This is an optimization exercise on Yosys and OpenROAD, whose aim is small area, not a production implementation.
Function was checked by simulation only, so behaviour that the tests miss may differ from the original.
Power is estimated from default activity; no workload was simulated.

**design/flow/run.sh**
```bash
#!/bin/bash
# synth_recipe.tcl (not shown) runs the flow's synth.tcl, then flattens the netlist and writes it again
# the make line also repeats each setting of config.mk as NAME=value (left out here)
make -C /OpenROAD-flow-scripts/flow DESIGN_CONFIG=/design/flow/config.mk WORK_HOME=/design/flow/orfs CLKGATE_MAP_FILE= SYNTH_SCRIPT=/design/flow/synth_recipe.tcl finish
```
**design/flow/config.mk**
```make
export PLATFORM = sky130hd
export DESIGN_NAME = lcd_rgb_colorbar
export DESIGN_NICKNAME = lcd_rgb_colorbar
export VERILOG_FILES = /design/flow/design.v
export SDC_FILE = /design/flow/constraint.sdc
export NUM_CORES = 4
export LEC_CHECK = 0
export CAP_MARGIN = 20
export CORE_MARGIN = 2
export CORE_UTILIZATION = 40
export SLEW_MARGIN = 20
```
**design/flow/constraint.sdc**
```tcl
create_clock -name core_clock -period 12.5 [get_ports {clk}]
set_input_delay 2.5000 -clock core_clock [delete_from_list [all_inputs] [get_ports {clk}]]
set_output_delay 2.5000 -clock core_clock [all_outputs]
set_load 0.01 [all_outputs]
```
**design/flow/design.v**
```verilog
module rd_id (
    input clk,
    input rst_n,
    input [23:0] lcd_rgb,
    output reg [15:0] lcd_id
);
    reg rd_flag;
    always @(posedge clk or negedge rst_n) begin
        if (!rst_n) begin
            rd_flag <= 1'b0;
        end else begin
            if (!rd_flag) begin
                rd_flag <= 1'b1;
            end
        end
    end
     always @(posedge clk or negedge rst_n) begin
        if (!rst_n) begin
            lcd_id <= 16'b0;
        end else begin
            if (!rd_flag) begin
                case ({lcd_rgb [7], lcd_rgb [15], lcd_rgb [23]})
                    3'b000 : lcd_id <= 16'h4342;
                    3'b001 : lcd_id <= 16'h7084;
                    3'b010 : lcd_id <= 16'h7016;
                    3'b100 : lcd_id <= 16'h4384;
                    3'b101 : lcd_id <= 16'h1018;
                    default: lcd_id <= 16'b0;
                endcase
            end
        end
    end
endmodule
module lcd_drive (
    input lcd_pclk,
    input rst_n,
    input [23:0] pixel_data,
    input [15:0] lcd_id,
    output reg [10:0] pixel_xpos,
    output reg [10:0] pixel_ypos,
    output reg [10:0] h_disp,
    output reg [10:0] v_disp,
    output lcd_clk,
    output reg lcd_de,
    output [23:0] lcd_rgb,
    output lcd_bl,
    output lcd_rst,
    output lcd_hs,
    output lcd_vs
);
    parameter  H_SYNC_4342 = 11'd41;
    parameter  H_BACK_4342 = 11'd2;
    parameter  H_DISP_4342 = 11'd480;
    parameter  H_FRONT_4342 = 11'd2;
    parameter  H_TOTAL_4342 = 11'd525;
    parameter  V_SYNC_4342 = 11'd10;
    parameter  V_BACK_4342 = 11'd2;
    parameter  V_DISP_4342 = 11'd272;
    parameter  V_FRONT_4342 = 11'd2;
    parameter  V_TOTAL_4342 = 11'd286;
    parameter  H_SYNC_7084   = 11'd128;   
    parameter  H_BACK_7084   = 11'd88;    
    parameter  H_DISP_7084   = 11'd800;   
    parameter  H_FRONT_7084  = 11'd40;    
    parameter  H_TOTAL_7084  = 11'd1056;  
    parameter  V_SYNC_7084   = 11'd2;     
    parameter  V_BACK_7084   = 11'd33;    
    parameter  V_DISP_7084   = 11'd480;   
    parameter  V_FRONT_7084  = 11'd10;    
    parameter  V_TOTAL_7084  = 11'd525;   
    parameter  H_SYNC_7016   = 11'd20;    
    parameter  H_BACK_7016   = 11'd140;   
    parameter  H_DISP_7016   = 11'd1024;  
    parameter  H_FRONT_7016  = 11'd160;   
    parameter  H_TOTAL_7016  = 11'd1344;  
    parameter  V_SYNC_7016   = 11'd3;     
    parameter  V_BACK_7016   = 11'd20;    
    parameter  V_DISP_7016   = 11'd600;   
    parameter  V_FRONT_7016  = 11'd12;    
    parameter  V_TOTAL_7016  = 11'd635;   
    parameter  H_SYNC_1018    = 11'd10;    
    parameter  H_BACK_1018    = 11'd80;    
    parameter  H_DISP_1018    = 11'd1280;  
    parameter  H_FRONT_1018   = 11'd70;    
    parameter  H_TOTAL_1018   = 11'd1440;  
    parameter  V_SYNC_1018    = 11'd3;     
    parameter  V_BACK_1018    = 11'd10;    
    parameter  V_DISP_1018    = 11'd800;   
    parameter  V_FRONT_1018   = 11'd10;    
    parameter  V_TOTAL_1018   = 11'd823;   
    parameter  H_SYNC_4384    = 11'd128;   
    parameter  H_BACK_4384    = 11'd88;    
    parameter  H_DISP_4384    = 11'd800;   
    parameter  H_FRONT_4384   = 11'd40;    
    parameter  H_TOTAL_4384   = 11'd1056;  
    parameter  V_SYNC_4384    = 11'd2;     
    parameter  V_BACK_4384    = 11'd33;    
    parameter  V_DISP_4384    = 11'd480;   
    parameter  V_FRONT_4384   = 11'd10;    
    parameter  V_TOTAL_4384   = 11'd525;   
    reg [10:0] cnt_h;
    reg [9:0] cnt_v;
    reg data_req;
    reg [10:0] h_sync;
    reg [10:0] h_back;
    reg [10:0] h_front;
    reg [10:0] h_total;
    reg [10:0] v_sync;
    reg [10:0] v_back;
    reg [10:0] v_front;
    reg [10:0] v_total;
    reg cfg_valid;
    assign lcd_clk = lcd_pclk;
    assign lcd_bl  = 1'b1;
    assign lcd_rst = 1'b1;
    assign lcd_hs  = 1'b1;
    assign lcd_vs  = 1'b1;
    assign lcd_rgb = lcd_de ? pixel_data : 24'b0;
    always @(posedge lcd_pclk or negedge rst_n) begin
        if (!rst_n) begin
            cfg_valid <= 1'b0;
        end else begin
            cfg_valid <= |lcd_id;
        end
    end
    always @(posedge lcd_pclk or negedge rst_n) begin
        if (!rst_n) begin
            cnt_h <= 11'b0;
        end else if (cfg_valid) begin
            if (cnt_h == h_total - 1) begin
                cnt_h <= 11'b0;
            end else begin
                cnt_h <= cnt_h + 1'b1;
            end
        end
    end
    always @(posedge lcd_pclk or negedge rst_n ) begin
        if (!rst_n) begin
            cnt_v <= 10'b0;
        end else if (cfg_valid) begin
            if (cnt_h == h_total - 1) begin
                if (cnt_v == v_total - 1) begin
                    cnt_v <= 10'b0;
                end else begin
                    cnt_v <= cnt_v + 1'b1;
                end
            end else begin
                cnt_v <= cnt_v;
            end
        end
    end
    always @(posedge lcd_pclk or negedge rst_n) begin
        if (!rst_n) begin
           lcd_de <= 1'b0;
        end else if (cfg_valid) begin
           if ((cnt_h > h_sync + h_back - 1) && (cnt_h < h_sync + h_back + h_disp) && (cnt_v > v_sync + v_back - 1) && (cnt_v < v_sync + v_back + v_disp))begin
                lcd_de <= 1'b1;
           end else begin
                lcd_de <= 1'b0;
           end
        end
    end
    always @(posedge lcd_pclk or negedge rst_n) begin
        if (!rst_n) begin
          data_req <= 1'b0;
        end else if (cfg_valid) begin
           if ((cnt_h > h_sync + h_back - 2) && (cnt_h < h_sync + h_back + h_disp - 1) && (cnt_v >v_sync + v_back - 1) && (cnt_v <v_sync + v_back + v_disp))begin
                data_req <= 1'b1;
           end else begin
                data_req <= 1'b0;
           end
        end
    end
    always @(posedge lcd_pclk or negedge rst_n) begin
        if (!rst_n) begin
            pixel_xpos <= 10'b0;
        end else if (data_req) begin
            pixel_xpos <= pixel_xpos + 1'b1;
        end else begin
            pixel_xpos <= 10'b0;
        end 
    end
    always @(posedge lcd_pclk or negedge rst_n) begin
        if (!rst_n) begin
            pixel_ypos <= 10'b0;
        end else if (!cfg_valid) begin
            pixel_ypos <= pixel_ypos;
        end else if ((cnt_v >=v_sync + v_back) && (cnt_v <v_sync + v_back + v_disp)) begin
            pixel_ypos <= cnt_v + 1'b1 - (v_sync + v_back);
        end else begin
            pixel_ypos <= 10'b0;
        end 
    end
    always @(posedge lcd_pclk) begin
        case (lcd_id)
            16'h4342 : begin
                h_disp <= H_DISP_4342;
                v_disp <= V_DISP_4342;
                h_sync <= H_SYNC_4342;
                h_back <= H_BACK_4342;
                h_front<= H_FRONT_4342;
                h_total<= H_TOTAL_4342;
                v_sync <= V_SYNC_4342;
                v_back <= V_BACK_4342;
                v_front<= V_FRONT_4342;
                v_total<= V_TOTAL_4342;
            end 
            16'h7084 : begin
                h_disp <= H_DISP_7084;
                v_disp <= V_DISP_7084;
                h_sync <= H_SYNC_7084;
                h_back <= H_BACK_7084;
                h_front<= H_FRONT_7084;
                h_total<= H_TOTAL_7084;
                v_sync <= V_SYNC_7084;
                v_back <= V_BACK_7084;
                v_front<= V_FRONT_7084;
                v_total<= V_TOTAL_7084;
            end 
            16'h7016 : begin
                h_disp <= H_DISP_7016;
                v_disp <= V_DISP_7016;
                h_sync <= H_SYNC_7016;
                h_back <= H_BACK_7016;
                h_front<= H_FRONT_7016;
                h_total<= H_TOTAL_7016;
                v_sync <= V_SYNC_7016;
                v_back <= V_BACK_7016;
                v_front<= V_FRONT_7016;
                v_total<= V_TOTAL_7016;
            end 
            16'h1018 : begin
                h_disp <= H_DISP_1018;
                v_disp <= V_DISP_1018;
                h_sync <= H_SYNC_1018;
                h_back <= H_BACK_1018;
                h_front<= H_FRONT_1018;
                h_total<= H_TOTAL_1018;
                v_sync <= V_SYNC_1018;
                v_back <= V_BACK_1018;
                v_front<= V_FRONT_1018;
                v_total<= V_TOTAL_1018;
            end 
            16'h4384 : begin
                h_disp <= H_DISP_4384;
                v_disp <= V_DISP_4384;
                h_sync <= H_SYNC_4384;
                h_back <= H_BACK_4384;
                h_front<= H_FRONT_4384;
                h_total<= H_TOTAL_4384;
                v_sync <= V_SYNC_4384;
                v_back <= V_BACK_4384;
                v_front<= V_FRONT_4384;
                v_total<= V_TOTAL_4384;
            end 
            default: ;
        endcase
    end
endmodule
module lcd_display (
    input lcd_pclk,
    input rst_n,    
    input [10:0] pixel_xpos,
    input [10:0] pixel_ypos,
    input [10:0] h_disp,
    input [10:0] v_disp,
    output reg [23:0] pixel_data
);
    parameter WHITE = 24'hFFFFFF;
    parameter BLACK = 24'h000000;
    parameter RED   = 24'hFF0000;
    parameter GREEN = 24'h00FF00;
    parameter BLUE  = 24'h0000FF;
    always@(posedge lcd_pclk or negedge rst_n)begin
        if(!rst_n)
            pixel_data <= BLACK;
        else begin
            if((pixel_xpos >= 0) && (pixel_xpos < h_disp/5*1)) begin
                pixel_data <= WHITE;
            end else if((pixel_xpos >= h_disp/5*1) && (pixel_xpos < h_disp/5*2)) begin
                pixel_data <= BLACK;
            end else if((pixel_xpos >= h_disp/5*2) && (pixel_xpos < h_disp/5*3)) begin
                pixel_data <= RED;
            end else if((pixel_xpos >= h_disp/5*3) && (pixel_xpos < h_disp/5*4)) begin
                pixel_data <= GREEN;
            end else begin
                pixel_data <= BLUE;
            end
        end
    end 
endmodule
module lcd_rgb_colorbar (
    input clk,
    input rst_n,
    input  [23:0] lcd_rgb_i,
    output lcd_de,
    output [23:0] lcd_rgb_o,
    output lcd_bl,
    output lcd_rst,
    output lcd_hs,
    output lcd_vs
);
    wire [23:0] pixel_data;
    wire [10:0] pixel_xpos;
    wire [10:0] pixel_ypos;
    wire [10:0] h_disp;
    wire [10:0] v_disp;
    wire [15:0] lcd_id;
    lcd_drive u_lcd_drive(
        .lcd_pclk (clk),
        .rst_n (rst_n),
        .lcd_id (lcd_id),
        .pixel_data (pixel_data),
        .pixel_xpos (pixel_xpos),
        .pixel_ypos (pixel_ypos),
        .h_disp (h_disp),
        .v_disp (v_disp),
        .lcd_clk (),
        .lcd_de (lcd_de),
        .lcd_rgb (lcd_rgb_o),
        .lcd_bl (lcd_bl),
        .lcd_rst (lcd_rst),
        .lcd_hs (lcd_hs),
        .lcd_vs (lcd_vs)
    );
    lcd_display u_lcd_display (
        .lcd_pclk (clk),
        .rst_n (rst_n),
        .pixel_xpos (pixel_xpos),
        .pixel_ypos (pixel_ypos),
        .h_disp (h_disp),
        .v_disp (v_disp),
        .pixel_data (pixel_data)
    );
    rd_id u_rd_id (
        .clk (clk),
        .rst_n (rst_n),
        .lcd_rgb (lcd_rgb_i),
        .lcd_id (lcd_id)
    );
endmodule
```
==> results of run 1 <==
==> report_power, final <==
part           leakage (nW)  internal, mW  total, mW  switching, mW
Clock                 0.139         0.140      0.238         0.0984
Combinational          3.80         0.103      0.222          0.119
Sequential            0.810         0.231      0.266         0.0353
Total                  4.75         0.474      0.726          0.252
==> final cells by class <==
type | count | share of cell area
multi-input cells | 996 | 0.702
flip-flops and latches | 65 | 0.160
repair buffers | 57 | 0.0465
well taps | 324 | 0.0381
inverters | 75 | 0.0269
clock buffers | 10 | 0.0224
clock inverters | 6 | 0.00388
==> routing by layer <==
metal  vias to the layer above  global-route usage  wire length, microns
met4                         0              0.0430                   391
met2                       165               0.311                 10500
met1                      3953               0.263                 11700
met3                        25              0.0210                   817
li1                       4321                   -                     -
met5                         -                   0                     0
==> cells by family after synthesis <==
group           after synthesis  synth area share
fa+ha+maj                   176             0.232
simple gates                408             0.224
other cells                   1          0.000386
flops                        65             0.176
mux                          11            0.0120
buf+inv                     130            0.0642
xor+xnor                     89            0.0831
compound gates              307             0.208
==> critical path: cells and delay by family, from the launching register on <==
kind	cells	cell delay [ns]
flip-flops	1	0.45
multiplexers	1	0.23
AND/OR/NAND/NOR	24	3.04
AO/OA/AOI/OAI	23	3.69
adder cells (fa/ha/maj)	9	3.08
buffers and inverters	7	0.70
==> registers in the layout (all words and copies together) (netlist names) <==
name / count
u_rd_id.rd_flag: 1
u_lcd_drive.data_req: 1
u_lcd_drive.lcd_de: 1
u_lcd_drive.v_back: 2
u_lcd_drive.h_disp: 1
u_lcd_drive.v_total: 7
u_lcd_display.pixel_data: 3
u_lcd_drive.cfg_valid: 1
u_lcd_drive.cnt_h: 11
u_lcd_drive.v_disp: 1
u_rd_id.lcd_id: 10
u_lcd_drive.v_sync: 2
u_lcd_drive.h_total: 2
u_lcd_drive.cnt_v: 10
u_lcd_drive.pixel_xpos: 11
u_lcd_drive.h_back: 1
==> metrics by stage <==
stage | instance area [sq um] | hold slack, ns | setup slack (ns)
2_1_floorplan | 9720 | 0.452 | 0.858
3_3_place_gp | 10300 | 0.488 | 0.405
3_5_place_dp | 10300 | 0.494 | 0.289
4_1_cts | 10600 | 0.502 | 0.202
5_1_grt | 10600 | 0.520 | -0.0413
6_report | 10600 | 0.497 | 1.16
==> cells in the final DEF (no fill, tap or decap), types with 8 or more instances in the layout <==
| cell type | instances |
|---|---|
| xor2_1 | 28 |
| nor2_1 | 85 |
| a21o_1 | 15 |
| ha_1 | 166 |
| o21ai_0 | 78 |
| a21oi_1 | 76 |
| nor3_1 | 21 |
| xnor2_1 | 59 |
| a31oi_1 | 14 |
| nand3_1 | 32 |
| inv_1 | 70 |
| clkbuf_16 | 9 |
| and3_1 | 10 |
| dfrtp_1 | 49 |
| nand4_1 | 27 |
| nor2b_1 | 45 |
| buf_4 | 28 |
| nand2_1 | 76 |
| edfxtp_1 | 16 |
| nand2b_1 | 41 |
| clkdlybuf4s50_1 | 28 |
| and2_1 | 16 |
| or3_1 | 12 |
| nor4_1 | 8 |
==> timing repair <==
action                     in CTS  in global routing
setup buffers                   0                  3
resized for setup               0                 20
hold buffers                    0                  0
setup endpoints to repair       0                  3
==> worst min-delay path by stage <==
stage,depth (start not counted),to,start
floorplan,1,u_lcd_drive.pixel_xpos[0]$_DFF_PN0_,u_lcd_drive.pixel_xpos[0]$_DFF_PN0_
global placement,1,u_lcd_drive.pixel_xpos[0]$_DFF_PN0_,u_lcd_drive.pixel_xpos[0]$_DFF_PN0_
detailed placement,1,u_lcd_drive.pixel_xpos[0]$_DFF_PN0_,u_lcd_drive.pixel_xpos[0]$_DFF_PN0_
CTS,1,u_lcd_drive.pixel_xpos[0]$_DFF_PN0_,u_lcd_drive.pixel_xpos[0]$_DFF_PN0_
global route,1,u_lcd_drive.pixel_xpos[0]$_DFF_PN0_,u_lcd_drive.pixel_xpos[0]$_DFF_PN0_
finish,1,u_lcd_drive.pixel_xpos[0]$_DFF_PN0_,u_lcd_drive.pixel_xpos[0]$_DFF_PN0_
==> flow_summary_export.csv, run 1 <==
group,metric,value,unit
run_status,status,"complete, no violations",
timing,fmax,88.2,MHz
synthesis,yosysTopAreaCell,"ha_1",
timing,period_share,0.907,
power,p_leak,4.75,nW
clock_network,clock_latency,0.34,ns
cells_and_area,finalNonFillerCells,1533,
synthesis,synth_cells,1187,
cells_and_area,final-seq-area,0.00171,sq mm
synthesis,avgSynthCellArea,8.18,sq um
placed_design,hpwl,18.2,mm
synthesis,yosysMostFrequentCell,"ha_1",
setup_path,cpPeakStageDelay,0.48,ns
timing,worstMarginPinSlew,0.904,ns
route,first_pass_iters,5,
floorplan,row_count,57,
floorplan,initial_core_util,0.403,
setup_path,cp-start-kind,"flop",
power,p_per_area,68.2,mW/mm^2
floorplan,io_pins,55,
route,viasPerCell,5.52,
route,vias,8464,
clock_network,h-tree-depth,3,
clock_network,cts_inserted_buffers,9,
cells_and_area,n_antenna_cell,0,
synthesis,synth-edff-count,16,
hold_path,hold_path_class,"reg -> reg",
setup_path,worst_setup_path_endpoint,"u_lcd_display.pixel_data[15]$_DFF_PN0_",
setup_path,timing.rr.end,"u_lcd_display.pixel_data[15]$_DFF_PN0_",
global_routing,antenna_found_initial,0,
global_routing,first_global_vias,8069,
timing,hold_viol,0,
cells_and_area,post-route-util,0.442,
setup_path,regToRegStartpoint,"u_lcd_drive.v_back[0]$_DFFE_PP_",
setup_path,reg2regPathDepth,64,
setup_path,rrSetupSlack,1.16,ns
cells_and_area,area_growth,9.68,%
global_routing,overflow,0,
setup_path,end_kind,"flop",
timing,slew_headroom,0.390,
global_routing,grt_pass1_wl,40.2,mm
placed_design,dp.cells,1514,
setup_path,crit_start,"u_lcd_drive.v_back[0]$_DFFE_PP_",
synthesis,yosysUniqueCellTypes,97,
synthesis,netlist_area,0.00971,sq mm
clock_network,cts_tree,"built",
synthesis,yosysWarnings,3,
route,wl,23.4,mm
route,ant_nets,0,
setup_path,slowest_stage,"fa_1",
synthesis,synth_top_cell_area_share,0.218,
timing,finClkSkew,0.00716,ns
setup_path,cp_max_fo,12,
clock_network,root_buffer,"clkbuf_16",
route,wl_per_cell,15.3,microns
placed_design,portBuffers,29,
setup_path,worstPathRequired,12.71,ns
floorplan,core,0.0241,sq mm
route,drtIter0Drc,508,
synthesis,ys_seq_area_frac,0.176,
synthesis,synth.top_cells.by_area,"ha_1 22%, dfrtp_1 13%, xnor2_1 5.3%",
global_routing,grt.total_usage,0.188,
cells_and_area,fin_nets,1406,
timing,min_period,11.34,ns
setup_path,cp.arrival,11.55,ns
cells_and_area,layout-drive-gt1-share,0.0761,
synthesis,ys.flop_type,"dfrtp_1",
placed_design,place_congestion,0.900,
cells_and_area,nFillCells,2465,
setup_path,path_common_cell,"ha_1",
timing,slew_violations,0,
clock_network,cts_max_path_buffers,2,
floorplan,die_area,0.0255,sq mm
setup_path,worstSetupPathType,"reg -> reg",
route,drc_errors,0,
floorplan,die_h,160,microns
global_routing,grt_max_degree,50,
clock_network,clkTransAtPathRegs,0.05,ns
synthesis,async_flop_share,0.754,
synthesis,synth_seq_cells,65,
power,vdd_drop_max,0.0000782,V
synthesis,synthTopCellsByCount,"169 x ha_1, 86 x nor2_1, 80 x o21ai_0",
timing,setup-violations-final,0,
timing,setup_tns,0,ns
power,totalPowerFinal,0.726,mW
floorplan,fp.dieW,160,microns
cells_and_area,multi_input_area,0.00747,sq mm
clock_network,cts_sinks,65,
job,drv_cap,0,
==> run 2: changes to the inputs <==
==> design/flow/design.v (replaced) <==
module lcd_rgb_colorbar (
    input clk,
    input rst_n,
    input  [23:0] lcd_rgb_i,
    output lcd_de,
    output [23:0] lcd_rgb_o,
    output lcd_bl,
    output lcd_rst,
    output lcd_hs,
    output lcd_vs
);
    reg        run;
    reg  [2:0] pan;      
    reg [10:0] hc;       
    reg  [9:0] vc;       
    reg [10:0] ht1, hb, he, b1, b2, b3, b4;
    reg  [9:0] vt1, vb, ve;
    reg        pv;
    always @(*) begin
        pv = 1'b1;
        case (pan)
        3'b000:         begin ht1 = 524;  hb = 43+2;  he = 523+2;  b1 = 43+2+96;  b2 = 43+2+192;  b3 = 43+2+288;  b4 = 43+2+384;
                              vt1 = 285;  vb = 12;  ve = 284; end
        3'b001, 3'b100: begin ht1 = 1055; hb = 216+2; he = 1016+2; b1 = 216+2+160; b2 = 216+2+320; b3 = 216+2+480; b4 = 216+2+640;
                              vt1 = 524;  vb = 35;  ve = 515; end
        3'b010:         begin ht1 = 1343; hb = 160+2; he = 1184+2; b1 = 160+2+204; b2 = 160+2+408; b3 = 160+2+612; b4 = 160+2+816;
                              vt1 = 634;  vb = 23;  ve = 623; end
        3'b101:         begin ht1 = 1439; hb = 90+2;  he = 1370+2; b1 = 90+2+256;  b2 = 90+2+512;  b3 = 90+2+768;  b4 = 90+2+1024;
                              vt1 = 822;  vb = 13;  ve = 813; end
        default:        begin ht1 = 11'bx; hb = 11'bx; he = 11'bx; b1 = 11'bx; b2 = 11'bx; b3 = 11'bx; b4 = 11'bx;
                              vt1 = 10'bx; vb = 10'bx; ve = 10'bx; pv = 1'b0; end
        endcase
    end
    wire hwrap = (hc == ht1);
    wire vwrap = (vc == vt1);
    always @(posedge clk or negedge rst_n)
        if (!rst_n) run <= 1'b0;
        else        run <= 1'b1;
    always @(posedge clk) begin
        if (!run) pan <= {lcd_rgb_i[7], lcd_rgb_i[15], lcd_rgb_i[23]};
        if (!run || hwrap) hc <= 11'd0;
        else               hc <= hc + 11'd1;
        if (!run || (hwrap && vwrap)) vc <= 10'd0;
        else if (hwrap)               vc <= vc + 10'd1;
    end
    wire de = run && pv && (hc >= hb) && (hc < he) && (vc >= vb) && (vc < ve);
    wire [2:0] col = (hc < b1) ? 3'b111 : (hc < b2) ? 3'b000 : (hc < b3) ? 3'b100 :
                     (hc < b4) ? 3'b010 : 3'b001;
    wire [2:0] c = de ? col : 3'b000;
    assign lcd_de    = de;
    assign lcd_rgb_o = {{8{c[2]}}, {8{c[1]}}, {8{c[0]}}};
    assign lcd_bl  = 1'b1;
    assign lcd_rst = 1'b1;
    assign lcd_hs  = 1'b1;
    assign lcd_vs  = 1'b1;
endmodule
==> run 2 against run 1 <==
Still clean. Register-to-register slack better by 7.8 ns. Clock-buffer cell count is 7 lower. Cell area is 74% lower. Setup slack better by 4.2 ns. Die area is 72% lower. Clock skew is 0.0031 ns lower. Highest routed layer unchanged.
==> flow_summary_export.csv, run 2 <==
group,metric,value,unit
clock_network,cts_tree,"built",
route,first_pass_iters,4,
setup_path,slowest_stage,"clkdlybuf4s50_1",
clock_network,clkTransAtPathRegs,0.09,ns
cells_and_area,area_growth,8.63,%
setup_path,cp.arrival,4.64,ns
setup_path,cp_max_fo,8,
setup_path,rrSetupSlack,8.94,ns
timing,setup_tns,0,ns
synthesis,ys_seq_area_frac,0.207,
power,vdd_drop_max,0.0000674,V
run_status,status,"complete, no violations",
cells_and_area,finalNonFillerCells,396,
setup_path,cp-start-kind,"flop",
setup_path,end_kind,"primary output",
clock_network,cts_max_path_buffers,2,
hold_path,hp-start,"hc[0]$_SDFF_PP0_",
clock_network,h-tree-depth,1,
synthesis,async_flop_share,0.0400,
timing,period_share,0.571,
synthesis,yosysMostFrequentCell,"ha_1",
synthesis,synth_cells,313,
job,drv_cap,0,
timing,slew_headroom,0.498,
global_routing,first_global_vias,2070,
global_routing,grt.total_usage,0.164,
timing,slew_violations,0,
cells_and_area,reg_top3,"hc: 11 flops, vc: 10 flops, pan: 3 flops",
placed_design,dp.cells,392,
synthesis,synth_seq_cells,25,
timing,setup-violations-final,0,
placed_design,hpwl,4.62,mm
global_routing,grt_pass1_wl,9.80,mm
synthesis,synthTopCellsByCount,"42 x ha_1, 27 x nor2_1, 25 x buf_4",
timing,min_period,7.14,ns
cells_and_area,top_register,"hc",
synthesis,netlist_area,0.00258,sq mm
route,drc_errors,0,
setup_path,worstPathRequired,10.00,ns
floorplan,die_h,84.3,microns
synthesis,avgSynthCellArea,8.25,sq um
cells_and_area,nFillCells,622,
synthesis,yosysTopAreaCell,"ha_1",
placed_design,portBuffers,29,
global_routing,grt_max_degree,15,
synthesis,yosysUniqueCellTypes,57,
global_routing,antenna_found_initial,0,
route,wl_per_cell,14.5,microns
power,p_leak,1.21,nW
route,viasPerCell,5.70,
synthesis,synth.top_cells.by_area,"ha_1 20%, dfxtp_1 16%, buf_4 7.3%",
global_routing,overflow,0,
route,drtIter0Drc,110,
clock_network,cts_resized,0,
power,p_per_area,61.4,mW/mm^2
floorplan,row_count,29,
timing,fmax,140,MHz
synthesis,ys.flop_type,"dfxtp_1",
route,wl,5.74,mm
timing,finClkSkew,0.00409,ns
timing,hold_viol,0,
setup_path,regToRegStartpoint,"pan[0]$_DFFE_PN_",
route,vias,2257,
setup_path,cpPeakStageDelay,0.67,ns
timing,grt_setup_unrepaired,"no",
cells_and_area,mostFrequentLayoutCell,"ha_1",
placed_design,place_congestion,0.922,
setup_path,timing.rr.end,"vc[2]$_SDFFE_PP0P_",
clock_network,ctsHoldBuffers,0,
setup_path,worstSetupPathType,"reg -> out",
clock_network,cts_inserted_buffers,3,
setup_path,crit_family,"simple AND/OR/NAND/NOR gates",
cells_and_area,largest_reg_flops,11,
cells_and_area,fin_nets,388,
cells_and_area,n_antenna_cell,0,
clock_network,clock_latency,0.27,ns
clock_network,post_cts_buffers,0,
hold_path,whs_path_depth,1,
floorplan,die_area,0.00711,sq mm
cells_and_area,layout-drive-gt1-share,0.0408,
floorplan,io_pins,55,
clock_network,cts_sinks,25,
synthesis,synth_top_cell_area_share,0.204,
floorplan,core,0.00628,sq mm
synthesis,synth-edff-count,3,
floorplan,initial_core_util,0.411,
hold_path,hold_path_class,"reg -> reg",
synthesis,yosysWarnings,1,
floorplan,fp.dieW,84.3,microns
cells_and_area,mostFrequentLayoutCells,"42 x ha_1, 29 x clkdlybuf4s50_1, 27 x nor2_1",
route,ant_nets,0,
setup_path,cp_num_buf_inv,3,
setup_path,path_cells,"xor2_1 > nand2b_1 > inv_1 > nor2_1 > inv_1 > ha_1 > nor2_1 > a211oi_1 > o221ai_1 > nand4_1 > and4b_1 > a21boi_0 > clkdlybuf4s50_1",
timing,worstMarginPinSlew,0.747,ns
clock_network,root_buffer,"clkbuf_8",
setup_path,reg2regPathDepth,12,
hold_path,min_to,"hc[0]$_SDFF_PP0_",
[run 2: cell types whose count changed after synthesis, moves of 55 or more]
cell	previous run	this run
a21oi_1	78	22
ha_1	169	42
inv_1	70	15
nand2_1	77	15
nor2_1	86	27
o21ai_0	80	14
[run 2: worst max path at each step]
| stage | slack [ns] | start | depth (start not counted) | to |
|---|---|---|---|---|
| global route | 4.95 | pan[0]$_DFFE_PN_ | 13 | lcd_rgb_o[2] |
| floorplan | 6.67 | pan[0]$_DFFE_PN_ | 14 | lcd_rgb_o[10] |
| CTS | 5.30 | pan[0]$_DFFE_PN_ | 13 | lcd_rgb_o[7] |
| finish | 5.36 | pan[0]$_DFFE_PN_ | 13 | lcd_rgb_o[7] |
| global placement | 5.61 | pan[0]$_DFFE_PN_ | 13 | lcd_rgb_o[3] |
| detailed placement | 5.61 | pan[0]$_DFFE_PN_ | 13 | lcd_rgb_o[7] |
[run 2: metrics by stage]
| step | power (mW) | area [sq um] | setup slack (ns) | hold slack (ns) | utilization |
|---|---|---|---|---|---|
| global placement | 0.124 | 2760 | 5.61 | 0.466 | 0.439 |
| finish | 0.172 | 2800 | 5.36 | 0.485 | 0.447 |
| CTS | 0.174 | 2800 | 5.30 | 0.493 | 0.447 |
| floorplan | 0.116 | 2600 | 6.67 | 0.441 | - |
| global route | 0.183 | 2800 | 4.95 | 0.509 | 0.447 |
| detailed placement | 0.125 | 2760 | 5.61 | 0.471 | 0.439 |
[run 2: routing by layer]
metal,vias up,routed length (microns),GRT usage
met4,0,84,0.0548
met3,8,244,0.0197
met2,65,2640,0.271
met1,1042,2770,0.223
li1,1142,-,-
met5,-,0,0
[run 2: worst register-to-register path, delay by kind of cell (launching register included)]
kind            cells  cell delay (ns)
compound gates      4             0.97
xor+xnor            1             0.21
fa+ha+maj           1             0.35
buf+inv             2             0.43
flops               1             0.53
simple gates        4             0.95
[run 2: report_power, final]
group / internal [mW] / switching [mW] / leakage (nW)
Combinational: 0.0152 / 0.0219 / 0.969
Clock: 0.0223 / 0.0268 / 0.0255
Sequential: 0.0828 / 0.00309 / 0.211
[run 2: cell type report]
| cell class | count | area, sq um | share of cell area |
|---|---|---|---|
| inverters | 17 | 63.8 | 0.0228 |
| clock inverters | 1 | 5.00 | 0.00178 |
| multi-input cells | 244 | 1770 | 0.632 |
| clock buffers | 3 | 41.3 | 0.0147 |
| repair buffers | 29 | 290 | 0.104 |
| flip-flops and latches | 25 | 536 | 0.191 |
| well taps | 77 | 96.3 | 0.0344 |
[run 2: kinds of logic after synthesis]
family | after synthesis | share of synthesized area
fa+ha+maj | 42 | 0.204
simple gates | 104 | 0.215
xor+xnor | 14 | 0.0475
buf+inv | 48 | 0.112
mux | 3 | 0.0116
other cells | 1 | 0.00145
flops | 25 | 0.207
compound gates | 76 | 0.201

==> what the ideal ports hide <==
Ports are ideal in the flow. The routed layouts listed here were re-timed in OpenROAD.
Step 1, drivers: a clkbuf_16 drives clk and a buf_2 each remaining input, both assumed.
Step 2 moves the port delays by t, midway between the first and last clock arrival at a register: inputs arrive t later, outputs are due t later. That takes back most of the time a late clock gives input paths.
Three values: ideal ports, drivers, drivers and shift; two values: the first two.
| run | shift t [ns] | setup slack, ns | worst setup path after step 2 | worst data-port slew with drivers (ns) |
|---|---|---|---|---|
| run 1 | 0.378 | 1.159 / 1.159 / 1.159 | register to register | 0.03 |
| run 2 | 0.293 | 5.361 / 5.337 / 5.630 | register to output | 0.03 |
After both steps setup and hold are still met in every run listed.
